Background: an optimization exercise with open tools, aiming at small area, a short achievable clock period and few clock cycles per item. Do not read the settings as production practice.
Function was checked by simulation only, so behaviour that the tests miss may differ from the original.
Power and IR drop assume default switching activity.

Setup of before:
==> flow/design.v <==
module SME(clk,reset,chardata,isstring,ispattern,valid,match,match_index);
input clk;
input reset;
input [7:0] chardata;
input isstring;
input ispattern;
output match;
output [4:0] match_index;
output valid;
localparam [6:0] HAT    = 7'h5E ;  
localparam [6:0] DOLLAR = 7'h24 ;  
localparam [6:0] POINT  = 7'h2E ;  
localparam [6:0] STAR   = 7'h2A ;  
localparam [6:0] SPACE  = 7'h20 ;  
reg  [6:0] str_B_rf [0:31];
reg  [5:0] str_length_cnt;
reg        isstring_d, ispattern_d;
reg [33:0] F;
reg  [4:0] off;
reg        star_seen;
reg        star_d;          
reg  [4:0] star_fs;         
reg  [4:0] star_off;        
reg        valid_r, match_r;
reg  [4:0] match_index_r;
wire [6:0] c = chardata[6:0];
wire c_hat    = c == HAT;
wire c_dollar = c == DOLLAR;
wire c_star   = c == STAR;
wire c_point  = c == POINT;
wire first    = ispattern & ~ispattern_d;
wire [31:0] inS;      
wire [31:0] sp;       
wire [31:0] eqc;      
genvar j;
generate
for (j = 0; j < 32; j = j + 1) begin: POS
    assign inS[j] = str_length_cnt > 31 - j;
    assign sp[j]  = str_B_rf[j] == SPACE;
    assign eqc[j] = str_B_rf[j] == c;
end
endgenerate
wire [31:0] start = inS & ~{inS[30:0], 1'b0};
wire [32:0] pre [0:6];
assign pre[0] = F[32:0];
genvar l;
generate
for (l = 0; l < 6; l = l + 1) begin: PRE
    for (j = 0; j < 33; j = j + 1) begin: B
        if ((j >> l) & 1)
            assign pre[l+1][j] = pre[l][j] | pre[l][((j >> l) << l) - 1];
        else
            assign pre[l+1][j] = pre[l][j];
    end
end
endgenerate
wire [31:0] Fin = first ? inS : F[31:0];
wire [33:0] F_hat  = {2'b00, inS & sp, 1'b0} | {2'b00, start};
wire [33:0] F_dol  = {F[32], F[31:0] & sp, 1'b0};
wire [33:0] F_star = first ? {2'b01, inS} : {1'b0, pre[6]};
wire [33:0] F_pt   = {1'b0, Fin, 1'b0};
wire [33:0] F_fix  = ({34{c_hat}} & F_hat) | ({34{c_dollar}} & F_dol) |
                     ({34{c_star}} & F_star) | ({34{c_point}} & F_pt);
wire [33:0] F_lit  = {1'b0, Fin & eqc, 1'b0};
wire star_mode = star_seen & ~star_d;
wire [4:0]  off_p1 = off + 5'd1;     
wire [4:0]  star_idx = star_fs + star_off;
wire [33:0] Fe = F & {34{~star_mode}};
wire [4:0]  oe = star_mode ? star_idx : star_d ? off_p1 : off;
reg [4:0] fs;
integer k;
always @(*) begin
    fs = 5'd0;
    for (k = 33; k >= 0; k = k - 1)
        if (Fe[k]) fs = k[4:0];
end
wire [4:0] gen = fs & oe;
wire [4:0] prp = fs ^ oe;
wire [4:0] cry;
assign cry[0] = 1'b0;
assign cry[1] = gen[0];
assign cry[2] = gen[1] | prp[1] & gen[0];
assign cry[3] = gen[2] | prp[2] & gen[1] | prp[2] & prp[1] & gen[0];
assign cry[4] = gen[3] | prp[3] & gen[2] | prp[3] & prp[2] & gen[1] |
                prp[3] & prp[2] & prp[1] & gen[0];
wire [4:0] fs_idx = prp ^ cry;
wire [4:0] len5   = str_length_cnt[4:0];
wire [4:0] len_m1 = len5 - 5'd1;
wire [4:0] off_m1 = off - 5'd1;
integer i;
always @(posedge clk)
begin: STR_RF
    if(isstring)
    begin
        for (i = 0; i < 31; i = i + 1)
            str_B_rf[i] <= str_B_rf[i+1];
        str_B_rf[31] <= c;
    end
end
always @(posedge clk)
begin: LEN_CNT
    if(isstring)
        str_length_cnt <= isstring_d ? str_length_cnt + 6'd1 : 6'd1;
end
always @(posedge clk or posedge reset)
begin: FLAGS
    if(reset)
    begin
        isstring_d  <= 1'b0;
        ispattern_d <= 1'b0;
        valid_r     <= 1'b0;
        match_r     <= 1'b0;
    end
    else
    begin
        isstring_d  <= isstring;
        ispattern_d <= ispattern;
        valid_r     <= ispattern_d & ~ispattern;
        match_r     <= ispattern_d & ~ispattern & (|F);
    end
end
always @(posedge clk)
begin: MATCH
    F <= F_fix | F_lit;
    off <= first ? (c_hat ? len5 : len_m1) : off_m1;
    star_seen <= (first ? 1'b0 : star_seen) | c_star;
    star_d    <= ispattern & c_star;
    if(star_d)
    begin
        star_fs  <= fs;
        star_off <= off_p1;      
    end
    match_index_r <= fs_idx;
end
assign valid       = valid_r;
assign match       = match_r;
assign match_index = match_index_r;
endmodule
Settings: LEC_CHECK=0, CAP_MARGIN=20, CORE_MARGIN=2, CORE_UTILIZATION=40, CTS_CLUSTER_DIAMETER=90, CTS_CLUSTER_SIZE=36, SETUP_SLACK_MARGIN=3.8, SLEW_MARGIN=20; clock period 6.5 ns.
run.sh (not shown) runs the stock make flow with config.mk's settings and CLKGATE_MAP_FILE= SYNTH_SCRIPT=/design/flow/synth_recipe.tcl, a recipe that flattens the netlist after the stock synthesis.
Testbench counts of before, summed over its fixed seeds: cycles 12,373, items 1,114.
Input-level comparison between after and before:
Settings: changing CTS_CLUSTER_DIAMETER from 90 to 80; changing CTS_CLUSTER_SIZE from 36 to 30.
Notes after the runs:
- after finished every stage and its layout cleared the timing, DRC and antenna checks.
- Every stage of the flow completed for before, and the final layout passed the timing, DRC and antenna checks.
- Lower via count of the first global-routing pass among after and before: before
- Area occupied by multi-input gates: before vs after, no meaningful difference
- From before to after the numbers moved as follows: non-clock buffer count grew by 7.1%, net count of the finished layout grew by 6.
- On average via count per standard cell, after and before are neck and neck.
- Number of DRC markers in iteration 0 delta for after relative to before: about 11% lower
- before has higher worst setup margin than after.
- In after the met3 track demand over resource in global routing turned out 0.40 points lower than in before.
- Lower number of clock-tree buffers in the layout goes to before over after.
- Core util | after vs before | after higher


## run 1
// SME: RTL as listed in full above, without the edits since
clock: 6.5 ns
lec_check: 0
cap_margin: 20
core_margin: 2
core_utilization: 40
cts_cluster_diameter: 80
cts_cluster_size: 30
setup_slack_margin: 3.7
slew_margin: 20
Testbench counts of run 1, summed over its fixed seeds: cycles 12,373, items 1,114.
> inputs changed (run 1 -> run 2)
Settings: CTS_CLUSTER_SIZE changed from 30 to 36; CTS_CLUSTER_DIAMETER changed from 80 to 90; SETUP_SLACK_MARGIN changed from 3.7 to 3.8; CORE_UTILIZATION changed from 40 to 50.
[summary]
- [run 2] layout cell share with drive strength beyond 1 fell 0.84 points relative to run 1
- Run 2 | status: complete | timing, DRC, antenna: pass
- Looking at starting density of the core across run 2 and run 1, the one that comes out higher is run 2.
- Routed wire length on met3: run 2 > run 1
- NOTE half-perimeter wire length after detailed placement run 1->run 2 decreased by a few percent
Changes in run 3 relative to run 2:
Settings: CORE_UTILIZATION now 40, was 50; CTS_CLUSTER_DIAMETER now 80, was 90; SETUP_SLACK_MARGIN now 3.9, was 3.8; CTS_CLUSTER_SIZE now 30, was 36.
## What came out
- Run 2 → run 3: number of buffers inserted by post-CTS setup repair has increased, vertical die dimension has increased, clock power has increased, net switching power figure has increased, maximum clock frequency has increased.
- From run 2 to run 3 the numbers moved as follows: share of the cycle needed by the critical path after routing has decreased; clock share of power has increased; number of H-tree branching levels has remained practically unchanged.
- Looking at critical path startpoint, the F[30] result is from run 3; the chardata[0] one comes from run 2.
- Layout cell share with drive strength beyond 1 delta for run 3 relative to run 2: 4.0 points higher
- Against run 2, smallest setup slack after layout in run 3 came out better.
Relative to run 3, the following input files were edited for run 4:
Settings: CTS_CLUSTER_DIAMETER changed from 80 to 90; SETUP_SLACK_MARGIN changed from 3.9 to 3.8; CTS_CLUSTER_SIZE changed from 30 to 40.
--- outcome ---
- Final design instance area without fill shrinks by a few percent when moving from run 3 to run 4.
- Row signed area change from the synthesized netlist to the final layout: run 4 lower / run 3 higher
- In the reports for run 3 and run 4, the smaller total net switching power belongs to run 4.
- Going from run 3 to run 4, amount of wire on met3 after detailed routing down 1.8%; sequential share of power picked up an extra 1.7 points.
- For die outline width, run 3 and run 4 come out practically identical.
- Number of post-CTS setup repair buffers, run 3 and run 4: higher on run 3
- Run 4 vs run 3: number of clock buffers in the layout down in run 4
- Run 3 -> run 4: final antenna diode count delta 0, exact match
- Total placed instance area essentially unchanged between run 3 and run 4.

## port drivers added, routing unchanged
The flow's constraints put no driver on any port. The routed layouts listed below were extracted and timed again, unchanged, in two steps. Step 1 assumes that a clkbuf_16 drives the clock port and a buf_2 every other input. Step 2 times the ports against the registers' clock, not the clock port: input delays grow and output delays shrink by t, the midpoint of the rising clock arrivals with the driver on. a / b / c = ideal / step 1 / step 2; a / b = the first two.
run | shift t [ns] | setup slack, ns | worst hold slack (ns) | worst setup path after step 2
before | 0.561 | 3.849 / 3.796 / 3.384 | 0.495 / 0.495 / 0.495 | input to register
after | 0.571 | 3.845 / 3.794 / 3.395 | 0.483 / 0.483 / 0.483 | input to register
run 1 | 0.573 | 3.781 / 3.763 / 3.220 | 0.486 / 0.486 / 0.486 | input to register
run 2 | 0.559 | 3.803 / 3.787 / 3.269 | 0.494 / 0.494 / 0.494 | input to register
run 3 | 0.557 | 3.860 / 3.860 / 3.400 | 0.493 / 0.493 / 0.493 | input to register
run 4 | 0.561 | 3.849 / 3.796 / 3.384 | 0.495 / 0.495 / 0.495 | input to register
After both steps setup and hold are still met in every run listed. For run 1, which loses most, drivers alone change the setup slack by -0.018 ns; drivers and shift together by -0.561 ns.
